What follows belongs to an exercise in optimizing a design on an open flow for small area; a production flow would make more cautious choices.
Only the layout flow was run in this run; the RTL was not checked for function there.
Power and IR drop assume default switching activity.

## design/flow/design.v

```verilog
module SatTruncFP
    #(
     parameter NB_XI = 20,
     parameter NBF_XI = 12,
     parameter NB_XO = 8,
     parameter NBF_XO = 6
    )
    (
        input [(NB_XI)-1:0]  i_data,
        output [(NB_XO)-1:0] o_data
    );
localparam NBI_XI = NB_XI - NBF_XI;
localparam NBI_XO = NB_XO - NBF_XO;
wire [NB_XO-1:0] aux_Sat;
wire [NBF_XO-1:0] aux_trunc;
wire condicion;
wire [NB_XO-1:0] resultado1;
wire [NB_XO-1:0] resultado2;
generate
    if (NBF_XI >= NBF_XO) begin
        assign aux_trunc = i_data[(NBF_XI-1):(NBF_XI - NBF_XO)];
    end else begin
        assign aux_trunc = {i_data[NBF_XI-1:0],{(NBF_XO - NBF_XI){1'b0}}};
    end
    if (NBI_XI > NBI_XO) begin
        assign condicion  = (i_data[(NB_XI-2)-:(NBI_XI-NBI_XO)] == {(NBI_XI-NBI_XO){i_data[NB_XI-1]}});
        assign resultado1 = {i_data[(NB_XI-1)],{(NB_XO-1){~i_data[(NB_XI-1)]}}};
        assign resultado2 = {i_data[(NB_XI-1)],i_data[NBF_XI +:NBI_XO-1],aux_trunc};
        assign aux_Sat    = (condicion) ? resultado2 : resultado1;
    end else begin
        if (NBI_XO == NBI_XI)
            assign aux_Sat = {i_data[(NB_XI-1)-:NBI_XI],aux_trunc};
        else
            assign aux_Sat = {{(NBI_XO - NBI_XI){i_data[NB_XI-1]}},i_data[(NB_XI-1)-:NBI_XI],aux_trunc};
    end
endgenerate
assign o_data=aux_Sat;
endmodule
module filtro_fir
#(
    parameter WW_INPUT  = 8,
    parameter WW_OUTPUT = 8
)
(
    input  clk,
    input  i_en,
    input  i_srst,
    input signed [ WW_INPUT-1:0]  i_data,
    output signed [WW_OUTPUT-1:0] o_data
);
localparam WW_COEFF = 8;
reg  signed [WW_INPUT           -1:0] register [14:1];
wire signed [         WW_COEFF  -1:0] coeff    [14:0];
wire signed [WW_INPUT+WW_COEFF  -1:0] prod     [14:0];
wire signed [WW_INPUT+WW_COEFF+1-1:0] sum      [8:1] ;
wire signed [WW_INPUT+WW_COEFF+2-1:0] sum1     [4:1] ;
wire signed [WW_INPUT+WW_COEFF+3-1:0] sum2     [2:1] ;
wire signed [WW_INPUT+WW_COEFF+4-1:0] sum3           ;
reg  signed [WW_INPUT+WW_COEFF  -1:0] prod_d   [14:0];
reg  signed [WW_INPUT+WW_COEFF+4-1:0] sum3_d         ;
reg  signed [WW_INPUT+WW_COEFF+1-1:0] sum_d    [8:1] ;
assign coeff[ 0] = 8'hFF;
assign coeff[ 1] = 8'hFF;
assign coeff[ 2] = 8'hFF;
assign coeff[ 3] = 8'h00;
assign coeff[ 4] = 8'h03;
assign coeff[ 5] = 8'h08;
assign coeff[ 6] = 8'h0D;
assign coeff[ 7] = 8'h10;
assign coeff[ 8] = 8'h0D;
assign coeff[ 9] = 8'h08;
assign coeff[10] = 8'h03;
assign coeff[11] = 8'h00;
assign coeff[12] = 8'hFF;
assign coeff[13] = 8'hFF;
assign coeff[14] = 8'hFF;
integer i;
always @(posedge clk) begin
    if (i_srst == 1'b1) begin
        for (i=0; i<=14; i=i+1)
            register[i] <= {WW_INPUT{1'b0}};
    end else begin
      if (i_en == 1'b1) begin
        register[ 1] <= i_data;
        for (i=1; i<=13; i=i+1) 
            register[i+1] <= register[i];
      end
    end
  end
assign prod[0] = coeff[0] * i_data;
genvar j;
generate
for (j=1; j<=14; j=j+1) begin
    assign prod[j] = coeff[j] * register[j];
end
endgenerate
always@(posedge clk) begin
    for (i=0; i<=14; i=i+1)
        prod_d[i] <= prod[i];
end
assign sum[1] = prod_d[0] + prod_d[1]; 
assign sum[2] = prod_d[2] + prod_d[3];
assign sum[3] = prod_d[4] + prod_d[5];
assign sum[4] = prod_d[6] + prod_d[7];
assign sum[5] = prod_d[8] + prod_d[9];
assign sum[6] = prod_d[10] + prod_d[11];
assign sum[7] = prod_d[12] + prod_d[13];
assign sum[8] = {prod_d[14][WW_INPUT+WW_COEFF-1],prod_d[14]};
always@(posedge clk) begin
    for(i=1; i<=8; i=i+1) begin
        sum_d[i] <= sum[i];
    end
end
assign sum1[1] = sum_d[1] + sum_d[2]; 
assign sum1[2] = sum_d[3] + sum_d[4];
assign sum1[3] = sum_d[5] + sum_d[6];
assign sum1[4] = sum_d[7] + sum_d[8];
assign sum2[1] = sum1[1] + sum1[2]; 
assign sum2[2] = sum1[3] + sum1[4];
assign sum3 = sum2[1] + sum2[2]; 
always@(posedge clk)
    sum3_d <= sum3;
SatTruncFP
    inst_SatTruncFP_dataB
    (
        .i_data(sum3_d),
        .o_data(o_data)
    );
endmodule 
module signal_generator
#(
    parameter NB_DATA = 8,
    parameter NB_SEL = 2,
    parameter NB_COUNT = 10,
    parameter SIGNAL_ID = 0  
)
(
    input i_clock,
    input i_reset,
    output [NB_DATA - 1 : 0] o_signal
);
integer i;
reg [NB_COUNT - 1 : 0] counter;
reg [NB_DATA - 1 : 0] data[1023:0];
generate
    if (SIGNAL_ID == 0) begin : g_rom0
        initial $readmemh("mem17khz.hex", data);
    end else if (SIGNAL_ID == 1) begin : g_rom1
        initial $readmemh("mem4p25khz.hex", data);
    end else if (SIGNAL_ID == 2) begin : g_rom2
        initial $readmemh("mem5p666khz.hex", data);
    end else begin : g_rom3
        initial $readmemh("mem8p5khz.hex", data);
    end
endgenerate
always@(posedge i_clock or posedge i_reset) begin
    if(i_reset) begin
        counter <= {NB_COUNT{1'b0}};
    end
    else begin
        counter <= counter + {{NB_COUNT-1{1'b0}},{1'b1}};
    end
end
assign o_signal = data[counter];
endmodule
(* ram_style="block" *)
module bram 
  #(
	parameter NB_ADDR   = 15,  
	parameter NB_DATA   = 14   
	) 
    (
    output reg [NB_DATA  - 1 : 0] o_data         ,  
    input [NB_DATA       - 1 : 0] i_data         ,  
    input [NB_ADDR       - 1 : 0] i_write_addr   ,
    input [NB_ADDR       - 1 : 0] i_read_addr    ,
    input                         i_write_enable ,
    input                         i_read_enable  ,
    input                         clock
     );
   reg [NB_DATA-1:0]         ram [2**NB_ADDR-1:0];
   always @(posedge clock) begin:writecycle
      if (i_write_enable)
	    ram[i_write_addr] <= i_data;       
   end
   always @(posedge clock) begin:readcycle
      if (i_read_enable)
        o_data <= ram[i_read_addr];
   end
endmodule  
module ram_fsm
  (
    output reg o_rst_cnt      ,
    output reg o_en_cnt       ,
    input      i_run          ,
    input      i_run_complete ,
    input      clock          ,
    input      i_reset	       
   );
   reg [1:0]   state;
   reg [1:0]   next_state;
   always@(posedge clock) begin:state_clock
	  if(i_reset)
        state<=2'b00;
	  else
	    state<=next_state;				 	
   end
   always@(*) begin
	  if(i_reset)
	    next_state=2'b00;
      else begin 
	     case(state) 
	       2'b00: begin:state00
		      if(i_run)
		        next_state=2'b01;	
		      else
		        next_state=2'b00;
	       end
	       2'b01: begin:state01
		      if(i_run_complete)
		        next_state=2'b00;
		      else
		        next_state=2'b01;
	       end
	       default: begin
		      if(i_run)
		        next_state=2'b01;	
		      else
		        next_state=2'b00;
	       end
	     endcase  
	  end  
   end  
   always@(*) begin
	  case(state)	
	    2'b00: begin  
	       o_rst_cnt = 1'b1;
	       o_en_cnt  = 1'b0;
	    end
	    2'b01: begin  
	       o_rst_cnt = 1'b0;
	       o_en_cnt  = 1'b1;
	    end
	    default: begin  
	       o_rst_cnt = 1'b1;
	       o_en_cnt  = 1'b0;
	    end
	  endcase  
   end  
endmodule  
module ram_save
  #(
	  parameter NB_ADDR   = 11,
	  parameter NB_DATA   = 16
  	)
    (
    output reg [NB_DATA  - 1 : 0] out_data_from_ram     ,
    output reg                    out_full_from_ram     ,
    input                         in_log_ram_run  ,
    input [NB_DATA       - 1 : 0] in_data   ,
    input [NB_ADDR       - 1 : 0] in_ram_read_addr ,
    input                         ctrl_valid            ,
    input                         clock                 ,  
    input                         cpu_reset                
     );
   localparam                     NB_COUNTER = NB_ADDR;   
   wire                           counter_rst;
   wire                           counter_en;
   wire                           counter_full;
   reg [NB_COUNTER - 1 : 0]       counter;
   wire [NB_DATA   - 1 : 0]       data_from_ram;
   reg [NB_ADDR    - 1 : 0]       ram_addr_from;
   always@(posedge clock) begin
      out_data_from_ram     <= data_from_ram;
      ram_addr_from         <= in_ram_read_addr;
   end
   always @(posedge clock) begin:adccnt
	  if(counter_rst)
	    counter <=  {NB_COUNTER{1'b0}};
	  else if(counter_en && ctrl_valid) 
	    counter <= counter + {{NB_COUNTER-1{1'b0}},1'b1};	
   end
   assign counter_full = (counter == {NB_COUNTER{1'b1}})? 1'b1 : 1'b0;
   always @ (posedge clock) begin
      if(cpu_reset  | !in_log_ram_run)
        out_full_from_ram<=1'b0;
      else begin
         if(counter_full)
	       out_full_from_ram<=1'b1;
      end 
   end
   ram_fsm
     u_ram_fsm 
       ( 
	    .o_rst_cnt      (counter_rst                                ),
	    .o_en_cnt       (counter_en                                 ),
	    .i_run          (in_log_ram_run && !out_full_from_ram ),
	    .i_run_complete (counter_full                               ),
	    .clock          (clock                                      ),
	    .i_reset        (cpu_reset                                  )	       
	    );
   bram
     #(
       .NB_ADDR   (NB_ADDR   ),
       .NB_DATA   (NB_DATA   )
       ) 
       u_bram
         (
          .o_data         (data_from_ram       ),
          .i_data         (in_data             ),
          .i_write_addr   (counter             ),
          .i_read_addr    (ram_addr_from       ),
          .i_write_enable (counter_en          ),
          .i_read_enable  (1'b1                ),
          .clock          (clock               )
          );
endmodule 	     
module fsmRam
    #(
        parameter NB_ADDR = 10,
        parameter NB_DATA = 16
    )
    (
        output [NB_DATA-1 : 0] o_log_data_from_ram,
        output o_log_ram_full,
        input [NB_DATA-1 : 0] i_data,
        input [2:0] i_enable,
        input i_reset, 
        input clock
    );
reg  [NB_ADDR-1 : 0] countReadAddr;
wire log_in_ram_run;
assign log_in_ram_run = i_enable[1];
always@(posedge clock)begin
    if(!i_reset)
        countReadAddr <= 0;
    else
        if(i_enable[2])
            countReadAddr <= countReadAddr + 1;
        else
            countReadAddr <= countReadAddr;
end  
ram_save
    #(
        .NB_ADDR   (NB_ADDR),
        .NB_DATA   (NB_DATA)
    )
    u_ram_save
    (
        .out_data_from_ram (o_log_data_from_ram),  
        .out_full_from_ram (o_log_ram_full),  
        .in_log_ram_run (log_in_ram_run),  
        .in_data (i_data),  
        .in_ram_read_addr (countReadAddr),  
        .ctrl_valid (1'b1), 
        .clock (clock),  
        .cpu_reset (~i_reset)  
    );
endmodule  
module top_full_design
    #(
        parameter NB_ADDR = 6,
        parameter NB_DATA = 8
    )
    (
        output [NB_DATA - 1 : 0] o_log_data_from_ram,  
        output o_log_ram_full,  
        input [2:0] i_enable,
        input [1:0] i_sel,  
        input i_reset,
        input clock
    );
wire [NB_DATA - 1 : 0] gen_signals [3:0];
wire [NB_DATA - 1 : 0] mux_o_signal;
wire [NB_DATA - 1 : 0] filtered_signal;
wire i_reset_neg;
assign i_reset_neg = ~i_reset;
reg [1:0] i_sel_prevstate;
reg [1:0] i_sel_picker;
signal_generator
    #(
        .SIGNAL_ID (0)
    )
    u_signal_generator_0
    (
        .i_clock(clock),
        .i_reset(i_reset_neg || ~i_enable[0]),
        .o_signal(gen_signals[0])
    );
signal_generator
    #(
        .SIGNAL_ID (1)
    )
    u_signal_generator_1
    (
        .i_clock(clock),
        .i_reset(i_reset_neg || ~i_enable[0]),
        .o_signal(gen_signals[1])
    );
signal_generator
    #(
        .SIGNAL_ID (2)
    )
    u_signal_generator_2
    (
        .i_clock(clock),
        .i_reset(i_reset_neg || ~i_enable[0]),
        .o_signal(gen_signals[2])
    );
signal_generator
    #(
        .SIGNAL_ID (3)
    )
    u_signal_generator_3
    (
        .i_clock(clock),
        .i_reset(i_reset_neg || ~i_enable[0]),
        .o_signal(gen_signals[3])
    );
filtro_fir
    u_filtro_fir
    (
        .clk (clock),
        .i_srst (i_reset_neg),
        .i_en (i_enable[0]),
        .i_data (mux_o_signal),
        .o_data (filtered_signal)
    );
fsmRam
    #(
        .NB_ADDR (NB_ADDR),
        .NB_DATA (NB_DATA)
    )
    u_fsmRam
    (
        .o_log_data_from_ram(o_log_data_from_ram),
        .o_log_ram_full (o_log_ram_full),
        .i_data(filtered_signal),
        .i_enable (i_enable),
        .i_reset (i_reset),
        .clock (clock)
    );
always @ (posedge clock) begin  
    if (i_reset_neg == 1'b1) begin
        i_sel_prevstate <= 2'b00;
        i_sel_picker    <= 2'b00;
    end else begin
        i_sel_prevstate <= i_sel;
        i_sel_picker[0] <= (i_sel[0] && (!i_sel_prevstate[0])) ? ~i_sel_picker[0]:
                                                                  i_sel_picker[0]; 
        i_sel_picker[1] <= (i_sel[1] && (!i_sel_prevstate[1])) ? ~i_sel_picker[1]:
                                                                  i_sel_picker[1]; 
    end  
end  
assign mux_o_signal =  (i_sel_picker == 2'b00) ? gen_signals[0] :
                       (i_sel_picker == 2'b01) ? gen_signals[1] :
                       (i_sel_picker == 2'b10) ? gen_signals[2] :
                                                 gen_signals[3] ;
endmodule 
```

## design/flow/mem17khz.hex

```
00
25
F9
2F
3D
15
51
42
24
5C
32
21
4D
10
10
2A
E4
F7
FE
BC
E2
D7
A5
DA
BF
A7
E3
BE
C2
FC
D0
EF
1B
EE
20
37
0D
48
43
21
5B
3A
24
54
1D
17
37
F3
00
0C
C8
E8
E2
AB
DB
C5
A4
DE
BC
B7
F2
C8
DF
11
E4
10
2F
03
3D
41
1C
58
40
25
5A
28
1D
43
01
08
1B
D5
EF
EF
B2
DE
CD
A3
DB
BD
AE
EA
C2
D0
06
DA
00
25
F9
2F
3D
15
51
42
24
5C
32
21
4D
10
10
2A
E4
F7
FE
BC
E2
D7
A5
DA
C0
A7
E3
BE
C2
FC
D0
EF
1B
EE
20
37
0D
48
43
21
5B
3A
24
54
1D
17
37
F3
FF
0C
C8
E8
E2
AB
DB
C5
A4
DE
BC
B7
F2
C8
DF
11
E4
10
2F
03
3D
41
1C
58
40
25
5A
28
1D
43
01
08
1B
D5
EF
EF
B2
DE
CD
A3
DB
BD
AE
EA
C2
D0
06
DA
00
25
F9
2F
3D
15
51
42
24
5C
32
21
4D
10
10
2A
E4
F7
FE
BC
E2
D7
A5
DA
C0
A7
E3
BE
C2
FC
D0
EF
1B
EE
20
37
0D
48
43
21
5B
3A
24
54
1D
17
37
F3
FF
0C
C8
E8
E2
AB
DB
C5
A4
DE
BC
B7
F2
C8
DF
11
E4
10
2F
03
3D
41
1C
58
40
25
5A
28
1D
43
01
08
1B
D5
EF
EF
B2
DE
CD
A3
DB
BD
AE
EA
C2
D0
06
DA
FF
25
F9
2F
3D
15
51
42
24
5C
32
21
4D
10
10
2A
E4
F7
FE
BC
E2
D7
A5
DA
C0
A7
E3
BE
C2
FC
D0
EF
1B
EE
20
37
0D
48
43
21
5B
3A
24
54
1D
17
37
F3
FF
0C
C8
E8
E2
AB
DB
C5
A4
DE
BC
B7
F2
C8
DF
11
E4
10
2F
03
3D
41
1C
58
40
25
5A
28
1D
43
01
08
1B
D5
EF
EF
B2
DE
CD
A3
DB
BD
AE
EA
C2
D0
06
DA
00
25
F9
2F
3D
15
51
42
24
5C
32
21
4D
10
10
2A
E4
F7
FE
BC
E2
D7
A5
DA
BF
A7
E3
BE
C2
FC
D0
EF
1B
EE
20
37
0D
48
43
21
5B
3A
24
54
1D
17
37
F3
FF
0C
C8
E8
E2
AB
DB
C5
A4
DE
BC
B7
F2
C8
DF
11
E4
10
2F
03
3D
41
1C
58
40
25
5A
28
1D
43
01
08
1B
D5
EF
EF
B2
DE
CD
A3
DB
BD
AE
EA
C2
D0
06
DA
FF
25
F9
2F
3D
15
51
42
24
5C
32
21
4D
10
10
2A
E4
F7
FE
BC
E2
D7
A5
DA
BF
A7
E3
BE
C2
FC
D0
EF
1B
EE
20
37
0D
48
43
21
5B
3A
24
54
1D
17
37
F3
FF
0C
C8
E8
E2
AB
DB
C5
A4
DE
BC
B7
F2
C8
DF
11
E4
10
2F
03
3D
41
1C
58
40
25
5A
28
1D
43
01
08
1B
D5
EF
EF
B2
DE
CD
A3
DB
BD
AE
EA
C2
D0
06
DA
FF
25
F9
2F
3D
15
51
42
24
5C
32
21
4D
10
10
2A
E4
F7
FE
BC
E2
D7
A5
DA
BF
A7
E3
BE
C2
FC
D0
EF
1B
EE
20
37
0D
48
43
21
5B
3A
24
54
1D
17
37
F3
FF
0C
C8
E8
E2
AB
DB
C5
A4
DE
BC
B7
F2
C8
DF
11
E4
10
2F
03
3D
41
1C
58
40
25
5A
28
1D
43
01
08
1B
D5
EF
EF
B2
DE
CD
A3
DB
BD
AE
EA
C2
D0
06
DA
FF
25
F9
2F
3D
15
51
42
24
5C
32
21
4D
10
10
2A
E4
F7
FE
BC
E2
D7
A5
DA
BF
A7
E3
BE
C2
FC
D0
EF
1B
EE
20
37
0D
48
43
21
5B
3A
24
54
1D
17
37
F3
FF
0C
C8
E8
E2
AB
DB
C5
A4
DE
BC
B7
F2
C8
DF
11
E4
10
2F
03
3D
41
1C
58
40
25
5A
28
1D
43
01
08
1B
D5
EF
EF
B2
DE
CD
A3
DB
BD
AE
EA
C2
D0
06
DA
00
25
F9
2F
3D
15
51
42
24
5C
32
21
4D
10
10
2A
E4
F7
FE
BC
E2
D7
A5
DA
C0
A7
E3
BE
C2
FC
D0
EF
1B
EE
20
37
0D
48
43
21
5B
3A
24
54
1D
17
37
F3
00
0C
C8
E8
E2
AB
DB
C5
A4
DE
BC
B7
F2
C8
DF
11
E4
10
2F
03
3D
41
1C
58
3F
25
5A
28
1D
43
01
08
1B
D5
EF
EF
B2
DE
CD
A3
DB
BD
AE
EA
C2
D0
06
DA
FF
25
F9
2F
3D
15
51
42
24
5C
32
21
4D
10
10
2A
E4
F7
FE
BC
E2
D7
A5
DA
C0
A7
E3
BE
C2
FC
D0
EF
1B
EE
20
37
0D
48
43
21
5B
3A
24
54
1D
17
37
F3
FF
0C
C8
E8
E2
AB
DB
C5
A4
DE
BC
B7
F2
C8
DF
11
E4
10
2F
03
3D
41
1C
58
40
25
5A
28
1D
43
01
08
1B
D5
EF
EF
B2
DE
CD
A3
DB
BD
AE
EA
C2
D0
06
DA
FF
25
F9
2F
3D
15
51
42
24
5C
32
21
4D
10
10
2A
E4
F7
FE
BC
E2
D7
A5
DA
BF
A7
E3
BE
C2
FC
D0
EF
1B
EE
20
37
0D
48
43
21
5B
3A
24
54
1D
17
37
F3
00
0C
C8
E8
E2
AB
DB
C5
A4
DE
BC
B7
F2
C8
DF
11
```

## design/flow/mem4p25khz.hex

```
00
1D
35
43
46
40
34
28
21
20
26
30
39
3D
38
28
10
F2
D5
BF
B3
B2
BA
C8
D6
E0
E3
DF
D6
CF
CC
D3
E4
FD
1A
36
4A
54
53
48
37
27
1B
17
19
20
26
27
20
0E
F5
D9
BF
AC
A5
A9
B7
CA
DC
EA
F0
EF
E9
E4
E4
EC
FD
16
31
49
59
5D
56
46
30
1C
0D
06
06
0B
10
0F
07
F6
DE
C5
AF
A2
A1
AB
BE
D6
EC
FC
04
04
FF
FB
FB
03
13
29
41
54
5E
5D
50
3A
21
09
F8
F0
F0
F4
F9
F9
F2
E3
CF
B9
A9
A2
A6
B6
CE
E9
02
13
1B
1B
16
10
0F
15
23
35
48
56
5A
53
40
26
0A
F1
E0
D8
D9
DF
E6
E8
E4
D8
C8
B7
AC
AB
B5
C9
E5
02
1B
2C
33
30
29
20
1C
1F
29
37
45
4D
4C
40
2A
0D
F0
D7
C7
C2
C6
CF
D9
DF
DE
D7
CB
BF
B9
BC
CA
E2
00
1D
35
43
46
40
34
28
21
20
26
30
39
3D
38
28
10
F2
D5
BF
B3
B2
BA
C8
D6
E0
E3
DF
D6
CF
CC
D3
E4
FD
1A
36
4A
54
53
48
37
27
1B
17
19
20
26
27
1F
0E
F5
D9
BF
AC
A5
A9
B7
CA
DC
EA
F0
EF
E9
E4
E4
EC
FD
16
31
49
59
5D
56
46
30
1C
0D
06
06
0B
10
0F
07
F6
DE
C5
AF
A2
A1
AB
BE
D6
EC
FC
04
04
00
FB
FB
03
13
29
41
54
5E
5D
50
3A
21
09
F8
F0
F0
F4
F9
F9
F2
E3
CF
B9
A9
A2
A6
B6
CE
E9
02
13
1B
1B
16
10
0F
15
23
35
48
56
5A
53
40
26
0A
F1
DF
D8
D9
DF
E6
E8
E4
D8
C8
B7
AC
AB
B5
C9
E5
02
1B
2C
33
30
29
20
1C
1F
29
37
45
4D
4C
40
2A
0D
F0
D7
C7
C2
C6
CF
D9
DF
DE
D7
CB
BF
B9
BC
CA
E2
00
1D
35
43
46
40
34
28
21
20
26
30
39
3D
38
28
10
F2
D5
BF
B3
B2
BA
C8
D6
E0
E3
DF
D6
CF
CC
D3
E4
FD
1A
36
4A
54
53
48
37
27
1B
17
19
20
26
27
20
0E
F5
D9
BF
AC
A5
A9
B7
CA
DC
EA
F0
EF
E9
E4
E4
EC
FD
16
31
49
59
5D
56
46
30
1C
0D
06
06
0B
0F
0F
07
F6
DE
C5
AF
A2
A1
AB
BE
D6
EC
FC
04
04
00
FB
FB
03
13
29
41
54
5E
5D
50
3A
21
09
F8
F0
F0
F4
F9
F9
F2
E3
CF
B9
A9
A2
A6
B6
CE
E9
02
13
1B
1B
16
10
0F
15
23
35
48
56
5A
53
40
26
0A
F1
E0
D8
D9
DF
E6
E8
E4
D8
C8
B7
AC
AB
B5
C9
E5
02
1B
2C
33
30
29
20
1C
1F
29
37
45
4D
4C
40
2A
0D
F0
D7
C7
C2
C6
CF
D9
DF
DE
D7
CB
BF
B9
BC
CA
E2
FF
1D
35
43
46
40
34
28
21
20
26
30
39
3D
38
28
10
F2
D5
BF
B3
B2
BA
C8
D6
E0
E3
DF
D6
CF
CC
D3
E4
FD
1A
36
4A
54
53
48
37
27
1B
17
19
20
26
27
20
0E
F5
D9
BF
AC
A5
A9
B7
CA
DC
EA
F0
EF
E9
E4
E4
EC
FD
16
31
49
59
5D
56
46
30
1C
0D
06
06
0B
10
0F
07
F6
DE
C5
AF
A2
A1
AB
BE
D6
EC
FC
04
04
00
FB
FB
03
13
29
41
54
5E
5D
50
3A
21
09
F8
F0
EF
F4
F9
F9
F2
E3
CF
B9
A9
A2
A6
B6
CE
E9
02
13
1B
1B
16
10
0F
15
23
35
48
56
5A
53
40
26
0A
F1
E0
D8
D9
DF
E6
E8
E4
D8
C8
B7
AC
AB
B5
C9
E5
02
1B
2C
33
30
29
20
1C
1F
29
37
45
4D
4C
40
2A
0D
F0
D7
C7
C2
C6
CF
D9
DF
DE
D7
CB
BF
B9
BC
CA
E2
00
1D
35
43
46
40
34
28
21
20
26
30
39
3D
38
28
10
F2
D5
BF
B3
B2
BA
C8
D6
E0
E3
DF
D6
CF
CC
D3
E4
FD
1A
36
4A
54
53
48
37
27
1B
17
19
20
26
27
20
0E
F5
D9
BF
AC
A5
A9
B7
CA
DC
EA
F0
EF
E9
E4
E4
EC
FD
16
31
49
59
5D
56
46
30
1C
0D
06
06
0B
0F
0F
07
F6
DE
C5
AF
A2
A1
AB
BE
D6
EC
FC
04
04
00
FB
FB
03
13
29
41
54
5E
5D
50
3A
21
09
F8
F0
EF
F4
F9
F9
F2
E3
CF
B9
A9
A2
A6
B6
CE
E9
02
13
1B
1B
16
10
0F
15
23
35
48
56
5A
53
40
26
0A
F1
E0
D8
D9
DF
E6
E8
E4
D8
C8
B7
AC
AB
B5
C9
E5
02
1B
2C
33
30
29
20
1C
1F
29
37
45
4D
4C
40
2A
0D
F0
D7
C7
C2
C6
CF
D9
DF
DE
D7
CB
BF
B9
BC
CA
E2
00
1D
35
43
46
40
34
28
21
20
26
30
39
3D
38
28
10
F2
D5
BF
B3
B2
BA
C8
D6
E0
E3
DF
D6
CF
CC
D3
E4
FD
1A
36
4A
54
53
48
37
27
1B
17
19
20
26
27
1F
0E
F5
D9
BF
AC
A5
A9
B7
CA
DC
EA
F0
EF
E9
E4
```

## design/flow/mem5p666khz.hex

```
00
22
38
3C
32
24
1C
22
35
4B
58
53
3D
1C
FE
EC
EB
F4
FE
FC
EB
CE
B2
A1
A4
B7
D2
E8
F0
EB
DF
D8
E0
F9
1B
3B
4D
4C
3D
2B
20
23
32
43
4B
41
26
02
E4
D4
D5
E0
EB
EA
DB
C2
AB
A1
AA
C3
E2
FA
04
FF
F5
F0
F9
12
32
4E
5B
54
3F
29
1B
1B
27
34
37
28
0A
E7
CA
BD
C2
D1
DF
E0
D4
BF
AE
AA
BA
D8
F9
12
1B
16
0A
05
0F
26
43
59
5F
52
38
1D
0D
0B
15
1F
1F
0E
EF
CD
B4
AD
B7
CA
DB
E0
D7
C6
BA
BC
D0
F2
14
2C
32
2A
1D
16
1E
32
4A
5B
5A
46
27
0A
F8
F6
00
09
07
F5
D8
B9
A5
A4
B5
CD
E1
E9
E2
D5
CD
D3
EB
0D
2F
43
45
39
28
1F
24
35
48
52
4B
32
10
F1
E0
E0
EA
F4
F2
E2
C7
AD
A0
A6
BC
D9
F0
FA
F5
E9
E4
ED
06
27
45
55
51
40
2B
1F
20
2E
3D
42
35
18
F5
D7
C8
CB
D8
E4
E4
D6
C0
AB
A4
B1
CD
ED
06
0F
0A
00
FB
05
1D
3C
55
5E
54
3D
24
15
14
1F
2A
2B
1B
FD
D9
BE
B4
BC
CD
DC
DF
D4
C2
B3
B2
C4
E4
06
1F
27
20
14
0F
17
2D
48
5B
5E
4D
31
14
03
01
0B
14
13
01
E3
C2
AC
A7
B4
CA
DD
E3
DB
CD
C3
C7
DD
00
22
38
3C
32
24
1C
22
35
4B
58
53
3D
1C
FE
EC
EB
F4
FE
FC
EB
CE
B2
A1
A4
B7
D2
E8
F0
EB
DF
D8
E0
F9
1B
3B
4D
4C
3D
2B
20
23
32
43
4B
41
26
02
E4
D4
D5
E0
EB
EA
DB
C2
AB
A1
AA
C3
E2
FA
04
FF
F5
F0
F9
12
32
4E
5B
54
40
29
1B
1B
27
34
37
28
0A
E7
CA
BD
C2
D1
DF
E0
D4
BF
AE
AA
BA
D8
F9
12
1B
16
0A
05
0F
26
43
59
5F
52
38
1D
0D
0B
15
1F
1F
0E
EF
CD
B4
AD
B7
CA
DB
E0
D7
C6
BA
BC
D0
F2
14
2C
32
2A
1D
16
1E
32
4A
5B
5A
46
27
0A
F8
F6
FF
09
07
F5
D8
B9
A5
A4
B5
CD
E1
E9
E2
D5
CD
D3
EB
0D
2F
43
45
39
28
1F
24
35
48
52
4B
32
10
F1
E0
E0
EA
F4
F2
E2
C7
AD
A0
A6
BC
D9
F0
FA
F5
E9
E4
ED
06
27
45
55
51
40
2B
1F
20
2E
3D
42
35
18
F5
D7
C8
CB
D8
E4
E4
D6
BF
AB
A4
B1
CD
ED
06
0F
0A
00
FB
05
1D
3C
55
5E
54
3D
24
15
14
1F
2A
2B
1B
FD
D9
BE
B4
BC
CD
DC
DF
D4
C2
B3
B2
C4
E4
06
1F
27
20
14
0F
17
2D
48
5B
5E
4D
31
14
03
01
0B
14
13
01
E3
C2
AC
A7
B4
CA
DD
E3
DB
CD
C3
C7
DD
00
22
38
3C
32
24
1C
22
35
4B
58
53
3D
1C
FE
EC
EB
F4
FE
FC
EB
CE
B2
A1
A4
B7
D2
E8
F0
EB
DF
D8
E0
F9
1B
3B
4D
4C
3D
2B
20
23
32
43
4B
41
26
02
E4
D4
D5
E0
EB
EA
DB
C2
AB
A1
AA
C3
E2
FA
04
FF
F5
F0
F9
12
32
4E
5B
54
40
29
1B
1B
27
34
37
28
0A
E7
CA
BD
C2
D1
DF
E0
D4
BF
AE
AA
BA
D8
F9
12
1B
16
0A
05
0F
26
43
59
5F
52
38
1D
0D
0B
15
1F
1F
0E
EF
CD
B4
AD
B7
CA
DB
E0
D7
C6
BA
BC
D0
F2
14
2C
32
2A
1D
16
1E
32
4A
5B
5A
46
27
0A
F8
F6
FF
09
07
F5
D8
B9
A5
A4
B5
CD
E1
E9
E2
D5
CD
D3
EB
0D
2F
43
45
39
28
1F
24
35
48
52
4B
32
10
F1
E0
E0
EA
F4
F2
E2
C7
AD
A0
A6
BC
D9
F0
FA
F5
E9
E4
ED
06
27
45
55
51
40
2B
1F
20
2E
3D
42
35
18
F5
D7
C8
CB
D8
E4
E4
D6
BF
AB
A4
B1
CD
ED
06
0F
0A
00
FB
05
1D
3C
55
5E
54
3D
24
15
14
1F
2A
2B
1B
FD
D9
BE
B4
BC
CD
DC
DF
D4
C2
B3
B2
C4
E4
06
1F
27
20
14
0F
17
2D
48
5B
5E
4D
31
14
03
01
0B
14
13
01
E3
C2
AC
A7
B4
CA
DD
E3
DB
CD
C3
C7
DD
FF
22
38
3C
32
24
1C
22
35
4B
58
53
3D
1C
FE
EC
EB
F4
FE
FC
EB
CE
B2
A1
A4
B7
D2
E8
F0
EB
DF
D8
E0
F9
1B
3B
4D
4C
3D
2B
20
23
32
43
4B
41
26
02
E4
D4
D5
E0
EB
EA
DB
C2
AB
A1
AA
C3
E2
FA
04
FF
F5
F0
F9
12
32
4E
5B
54
3F
29
1B
1B
27
34
37
28
0A
E7
CA
BD
C2
D1
DF
E0
D4
BF
AE
AA
BA
D8
F9
12
1B
16
0A
05
0F
26
43
59
5F
52
38
1D
0D
0B
15
1F
1F
0E
EF
CD
B4
AD
B7
CA
DB
E0
D7
C6
BA
BC
D0
F2
14
2C
32
2A
1D
16
1E
32
4A
5B
5A
46
27
0A
F8
F6
00
09
07
F5
D8
B9
A5
A4
B5
CD
E1
E9
E2
D5
CD
D3
```

## design/flow/mem8p5khz.hex

```
00
29
31
1D
0E
20
47
5E
50
2C
1B
2A
43
41
1C
F1
E4
F5
05
F4
CA
AB
B1
CF
E0
CF
B1
AB
CA
F4
05
F5
E4
F1
1C
41
43
2A
1B
2C
50
5E
47
20
0E
1D
31
29
FF
D6
CE
E2
F1
DF
B8
A1
B0
D3
E4
D5
BC
BE
E3
0E
1B
0A
FA
0B
35
54
4E
30
20
30
4E
54
35
0B
FA
0A
1B
0E
E3
BE
BC
D5
E4
D3
B0
A1
B8
DF
F1
E2
CE
D6
00
29
31
1D
0E
20
47
5E
50
2C
1B
2A
43
41
1C
F1
E4
F5
05
F4
CA
AB
B1
CF
E0
CF
B1
AB
CA
F4
05
F5
E4
F1
1C
41
43
2A
1B
2C
50
5E
47
20
0E
1D
31
29
00
D6
CE
E2
F1
DF
B8
A1
AF
D3
E4
D5
BC
BE
E3
0E
1B
0A
FA
0B
35
54
4E
30
20
30
4E
54
35
0B
FA
0A
1B
0E
E3
BE
BC
D5
E4
D3
B0
A1
B8
DF
F1
E2
CE
D6
00
29
31
1D
0E
20
47
5E
50
2C
1B
2A
43
41
1C
F1
E4
F5
05
F4
CA
AB
B1
CF
E0
CF
B1
AB
CA
F4
05
F5
E4
F1
1C
41
43
2A
1B
2C
4F
5E
47
20
0E
1D
31
29
00
D6
CE
E2
F1
DF
B8
A1
B0
D3
E4
D5
BC
BE
E3
0E
1B
0A
FA
0B
35
54
4E
30
20
30
4E
54
35
0B
FA
0A
1B
0E
E3
BE
BC
D5
E4
D3
B0
A1
B8
DF
F1
E2
CE
D6
FF
29
31
1D
0E
20
47
5E
50
2C
1B
2A
43
41
1C
F1
E4
F5
05
F4
CA
AB
B1
CF
E0
CF
B1
AB
CA
F4
05
F5
E4
F1
1C
41
43
2A
1B
2C
50
5E
47
20
0E
1D
31
29
00
D6
CE
E2
F1
DF
B8
A1
AF
D3
E4
D5
BC
BE
E3
0E
1B
0A
FA
0B
35
54
4E
30
20
30
4E
54
35
0B
FA
0A
1B
0E
E3
BE
BC
D5
E4
D3
B0
A1
B8
DF
F1
E2
CE
D6
00
29
31
1D
0E
20
47
5E
50
2C
1B
2A
43
41
1C
F1
E4
F5
05
F4
CA
AB
B1
CF
E0
CF
B1
AB
CA
F4
05
F5
E4
F1
1C
41
43
2A
1B
2C
4F
5E
47
20
0E
1D
31
29
00
D6
CE
E2
F1
DF
B8
A1
B0
D3
E4
D5
BC
BE
E3
0E
1B
0A
FA
0B
35
54
4E
30
20
30
4E
54
35
0B
FA
0A
1B
0E
E3
BE
BC
D5
E4
D3
B0
A1
B8
DF
F1
E2
CE
D6
FF
29
31
1D
0E
20
47
5E
50
2C
1B
2A
43
41
1C
F1
E4
F5
05
F4
CA
AB
B1
CF
E0
CF
B1
AB
CA
F4
05
F5
E4
F1
1C
41
43
2A
1B
2C
4F
5E
47
20
0E
1D
31
29
00
D6
CE
E2
F1
DF
B8
A1
AF
D3
E4
D5
BC
BE
E3
0E
1B
0A
FA
0B
35
54
4E
30
20
30
4E
54
35
0B
FA
0A
1B
0E
E3
BE
BC
D5
E4
D3
B0
A1
B8
DF
F1
E2
CE
D6
FF
29
31
1D
0E
20
47
5E
50
2C
1B
2A
43
41
1C
F1
E4
F5
05
F4
CA
AB
B1
CF
E0
CF
B1
AB
CA
F4
05
F5
E4
F1
1C
41
43
2A
1B
2C
4F
5E
47
20
0E
1D
31
29
00
D6
CE
E2
F1
DF
B8
A1
AF
D3
E4
D5
BC
BE
E3
0E
1B
0A
FA
0B
35
54
4E
30
20
30
4E
54
35
0B
FA
0A
1B
0E
E3
BE
BC
D5
E4
D3
B0
A1
B8
DF
F1
E2
CE
D6
FF
29
31
1D
0E
20
47
5E
50
2C
1B
2A
43
41
1C
F1
E4
F5
05
F4
CA
AB
B1
CF
E0
CF
B1
AB
CA
F4
05
F5
E4
F1
1C
41
43
2A
1B
2C
50
5E
47
20
0E
1D
31
29
00
D6
CE
E2
F1
DF
B8
A1
AF
D3
E4
D5
BC
BE
E3
0E
1B
0A
FA
0B
35
54
4E
30
20
30
4E
54
35
0B
FA
0A
1B
0E
E3
BE
BC
D5
E4
D3
AF
A1
B8
DF
F1
E2
CE
D6
00
29
31
1D
0E
20
47
5E
50
2C
1B
2A
43
41
1C
F1
E4
F5
05
F4
CA
AB
B1
CF
E0
CF
B1
AB
CA
F4
05
F5
E4
F1
1C
41
43
2A
1B
2C
4F
5E
47
20
0E
1D
31
29
FF
D6
CE
E2
F1
DF
B8
A1
B0
D3
E4
D5
BC
BE
E3
0E
1B
0A
FA
0B
35
54
4E
30
20
30
4E
54
35
0B
FA
0A
1B
0E
E3
BE
BC
D5
E4
D3
B0
A1
B8
DF
F1
E2
CE
D6
FF
29
31
1D
0E
20
47
5E
4F
2C
1B
2A
43
41
1C
F1
E4
F5
05
F4
CA
AB
B1
CF
E0
CF
B1
AB
CA
F4
05
F5
E4
F1
1C
41
43
2A
1B
2C
4F
5E
47
20
0E
1D
31
29
00
D6
CE
E2
F1
DF
B8
A1
AF
D3
E4
D5
BC
BE
E3
0E
1B
0A
FA
0B
35
54
4E
30
20
30
4E
54
35
0B
FA
0A
1B
0E
E3
BE
BC
D5
E4
D3
AF
A1
B8
DF
F1
E2
CE
D6
FF
29
31
1D
0E
20
47
5E
50
2C
1B
2A
43
41
1C
F1
E4
F5
05
F4
CA
AB
B1
CF
E0
CF
B1
AB
CA
F4
05
F5
E4
F1
1C
41
43
2A
1B
2C
4F
5E
47
20
0E
1D
31
29
FF
D6
CE
E2
F1
DF
B8
A1
B0
D3
E4
D5
BC
BE
E3
0E
```

## design/flow/run.sh

```bash
#!/bin/bash
# synth_recipe.tcl (not shown) runs the flow's synth.tcl, then flattens the netlist and writes it again
# the make line also repeats each setting of config.mk as NAME=value (left out here)
make -C /OpenROAD-flow-scripts/flow DESIGN_CONFIG=/design/flow/config.mk WORK_HOME=/design/flow/orfs CLKGATE_MAP_FILE= SYNTH_SCRIPT=/design/flow/synth_recipe.tcl finish
```

## design/flow/config.mk

```make
export PLATFORM = sky130hd
export DESIGN_NAME = top_full_design
export DESIGN_NICKNAME = top_full_design
export VERILOG_FILES = /design/flow/design.v
export SDC_FILE = /design/flow/constraint.sdc
export NUM_CORES = 4
export LEC_CHECK = 0
export CAP_MARGIN = 20
export CORE_MARGIN = 2
export CORE_UTILIZATION = 40
export SLEW_MARGIN = 20
export SYNTH_MEMORY_MAX_BITS = 16384
```

## design/flow/constraint.sdc

```tcl
create_clock -name core_clock -period 8.0 [get_ports {clock}]
set_input_delay 1.6000 -clock core_clock [delete_from_list [all_inputs] [get_ports {clock}]]
set_output_delay 1.6000 -clock core_clock [all_outputs]
set_load 0.01 [all_outputs]
```

==> metrics.md <==
| Metric | Value |
|---|---|
| HPWL Detailed | 129000 um |
| DIE WIDTH | 392 um |
| Diode count | 0 |
| Post-CTS sizing | 0 |
| PD cells | 201 nW/um^2 |
| Fillers | 14100 |
| Number of nets with antenna violations after routing | 0 |
| Longest Clk Path Bufs | 3 |
| FF-to-FF End | u_filtro_fir.prod_d[0][7] |
| Least-Margin Pin Slew | 1.07 ns |
| Cell count after synthesis | 5662 |
| Skew final | 0.0641 ns |
| FP Rows | 142 |
| Final Cycle Share | 73.0% |
| Syn nets | 6060 |
| Later-pin clock latency in the skew report | 0.75 ns |
| Wire per inst | 24.4 um |
| Starting Density | 40.2% |
| Global-route wire length before repair | 283000 um |
| Vias in the first global route | 43700 |
| Ys async rst share | 3.94% |
| Core Area | 150000 um^2 |
| Post CTS Setup Buffer Count | 0 |
| Clock Sinks | 1014 |
| RSZ-0062 raised after global routing | no |
| Vias per Instance | 5.97 |
| Post-synth EDFFs | 512 |
| DRC | 0 |
| Hold_sp | u_filtro_fir.prod_d[10][1] |
| Syn_area_per_cell | 10.6 um^2 |
| Pre-CTS WS | 2.26 ns |
| Hold Buf Count CTS | 0 |
| First-pass detailed-route iteration total | 7 |
| Worst min-delay path class | flip-flop to flip-flop |
| Top-area cell type share of the netlist area | 25.5% |
| Initial antenna violation count | 2 |
| DRT iter0 DRCs | 5306 |
| CP arrival | 6.45 ns |
| Final hold violations | 0 |
| Final Max Slew Viols | 0 |
| Lkg Pwr | 24.2 nW |
| Die footprint | 154000 um^2 |
| PortBufs | 15 |
| CTS clk-pin slew, worst paths | 0.06 ns |
| Via count | 45300 |
| Yosys warns | 13 |
| CP required | 8.61 ns |
| CP Launch Type | flip-flop |
| FF+latch count, synth | 1014 |
| RR Startpoint | u_signal_generator_0.counter[1] |
| CP Max Fanout | 27 |
| Worst setup path start | u_signal_generator_0.counter[1] |
| Peak VDD IR | 0.228 mV |
| Hold EP | u_filtro_fir.sum_d[6][1] |
| Reg2Reg Depth | 15 |
| Share of cells above drive strength 1 | 11.0% |
| All-Layer GR Usage | 23.9% |
| Max frequency | 171 MHz |
| Main synth FF type | edfxtp_1 |
| Final Setup Violations | 0 |
| TritonCTS Buffers | 106 |
| Placed cell area | 61800 um^2 |
| Crit path capture type | flip-flop |
| Fin area | 65400 um^2 |
| TritonCTS clock tree | yes |
| Area Overhead vs Synth | 8.53% |
| Mapped Area | 60300 um^2 |
| Synth top area cells | edfxtp_1 26%, dfxtp_1 15%, mux4_2 7.9%, ha_1 5.4%, fa_1 4.4% |
| Critical path class | flip-flop to flip-flop |
| Gp weighted congestion | 1.01 |
| Overflow after GRT | 0 |
| Largest net degree at the start of global routing | 96 |
| Slack of the critical path | 2.16 ns |
| # H-tree levels | 3 |
| Clock Root Buffer | clkbuf_16 |
| Status | finished clean |
| R2R Setup Slk | 2.16 ns |
| Hold Crit Depth | 0 |
| I/O Pins | 16 |
| Max Cap Viol | 0 |
| Relative slew slack | 28.2% |
| Min Tclk post-route | 5.84 ns |
| Die Y | 392 um |
| Yosys cell types | 115 |
| Final setup TNS | 0 ns |
| Nets@finish | 5881 |
| Final WL | 185000 um |
| Register area share after synthesis | 42.5% |
| Top cell type by total area after synthesis | edfxtp_1 |
cell families (layout without fill, tap and decap cells):
family | Yosys count | after routing | synth area share, %
flops | 1014 | 1014 | 42.5
simple gates | 1477 | 1477 | 12.4
buf+inv | 822 | 731 | 5.76
mux | 418 | 418 | 11.4
xor+xnor | 166 | 166 | 2.44
compound gates | 1374 | 1374 | 15.7
fa+ha+maj | 391 | 391 | 9.75
through the flow:
stage | power (mW) | cells | util [%] | hold slack, ns
final | 13.2 | 7587 | 43.7 | 0.304
after CTS | 13.4 | 7587 | 43.7 | 0.297
after global placement | 8.29 | 7391 | 41.3 | 0.311
after global routing | 13.8 | 7587 | 43.7 | 0.302
after detailed placement | 8.34 | 7391 | 41.3 | 0.312
after floorplan | 7.64 | 5662 | - | 0.310
layer usage:
layer / GRT usage (%) / vias to the layer above / routed length [um]
met5: 0 / - / 20
met4: 8.47 / 2 / 6850
met2: 36.8 / 2026 / 83100
met1: 34.0 / 22300 / 81400
met3: 3.80 / 394 / 13900
li1: - / 20500 / -
critical path, cell delays in order, from the launching register on:
cell and delay (ns):
dfrtp_1 0.81, inv_1 0.30, ha_1 0.97, nand2b_1 0.25
a21oi_1 0.11, o31ai_1 0.83, a211oi_1 0.19, nor4_1 0.31
nor4_1 0.10, a211oi_1 0.32, nand4_1 0.33, nand2b_2 0.37
nor3_4 0.30, nand3_1 0.14, ha_1 0.34, inv_1 0.04
how the worst max path moves through the flow:
stage	end	cells after the start	slack (ns)
final	u_filtro_fir.prod_d[0][7]	15	2.16
after global routing	u_filtro_fir.prod_d[0][7]	15	1.69
after CTS	u_filtro_fir.prod_d[0][7]	15	2.18
after detailed placement	u_filtro_fir.prod_d[0][7]	15	2.26
after global placement	u_filtro_fir.prod_d[0][7]	15	2.35
after floorplan	u_filtro_fir.sum3_d[19]	20	3.36
layout by cell type, fill, tap and decap left out, types with 144 or more instances in the layout:
master / n
edfxtp_1: 512
dfxtp_1: 458
inv_1: 412
nor2_1: 363
nand2_1: 295
a21oi_1: 281
ha_1: 260
o21ai_0: 238
mux4_2: 211
nor2b_1: 201
mux2i_1: 171
nor3_1: 144
state kept, by name, indices dropped and copies added, names as in the netlist:
name,cells
u_filtro_fir.prod_d,168
u_filtro_fir.sum_d,128
u_fsmRam.countReadAddr,6
u_signal_generator_1.counter,10
i_sel_picker,2
u_fsmRam.u_ram_save.counter,6
u_signal_generator_3.counter,10
u_fsmRam.u_ram_save.u_ram_fsm.state,1
u_fsmRam.u_ram_save.out_full_from_ram,1
u_fsmRam.u_ram_save.u_bram.o_data,8
u_signal_generator_0.counter,10
u_fsmRam.u_ram_save.ram_addr_from,6
u_signal_generator_2.counter,10
u_fsmRam.u_ram_save.u_bram.ram,512
u_filtro_fir.sum3_d,14
i_sel_prevstate,2
u_filtro_fir.register,112
u_fsmRam.u_ram_save.out_data_from_ram,8
cell usage after synthesis, types with 23 or more instances:
cell type / number
a211o_1: 26
a211oi_1: 95
a21o_1: 47
a21oi_1: 281
a221oi_1: 45
a22oi_1: 33
a311oi_1: 34
a31oi_1: 73
and2_1: 56
buf_1: 55
buf_2: 83
buf_4: 30
clkbuf_1: 203
dfrtp_1: 40
dfxtp_1: 462
edfxtp_1: 512
fa_1: 131
ha_1: 260
inv_1: 412
mux2_2: 34
mux2i_1: 171
mux4_2: 211
nand2_1: 302
nand2b_1: 97
nand3_1: 103
nor2_1: 363
nor2b_1: 201
nor3_1: 144
nor3b_1: 23
o211ai_1: 69
o21ai_0: 238
o21bai_1: 31
o221ai_1: 29
o22ai_1: 31
o311ai_0: 33
o31ai_1: 44
or2_2: 27
or3_1: 30
xnor2_1: 125
xor2_1: 39
where the power goes:
group | internal, mW | total [mW] | switching (mW)
registers | 6.12 | 6.26 | 0.139
clock network | 2.82 | 4.98 | 2.15
logic | 0.701 | 1.93 | 1.22
total | 9.65 | 13.2 | 3.52
area by class of cell:
class                           instances  area [um^2]  share of cell area, %
Sequential cell                      1014        25700                   39.2
Clock inverter                         61          689                   1.05
Multi-Input combinational cell       3826        31200                   47.7
Tap cell                             2016         2520                   3.86
Timing Repair Buffer                  107          852                   1.30
Clock buffer                          135         2870                   4.38
Inverter                              428         1610                   2.46

==> what the ideal ports hide <==
How much do the figures lean on ideal ports? The routed layout below was timed once more, with nothing changed but the port constraints. Step 1 (the two cells are an assumption about what drives the block):
set clk [get_ports {clock}]
set_driving_cell -lib_cell sky130_fd_sc_hd__clkbuf_16 $clk
set_driving_cell -lib_cell sky130_fd_sc_hd__buf_2 [delete_from_list [all_inputs] $clk]
Step 2 also shifts input and output timing later by t, the mid clock arrival at the registers, as if the neighbouring blocks saw the same clock. Three values: no drivers, after step 1, after step 2; two values: the first two.
shift t [ns]: 0.799
setup slack, ns: 2.157 / 2.157 / 2.157
worst setup path at the end: register to register
clock arrival spread, ns: 0.069 / 0.069
worst slew at a driven data input, ns: 0.04
After both steps setup and hold are still met in this run. For this run, drivers alone change the setup slack by 0.000 ns; drivers and shift together by 0.000 ns.
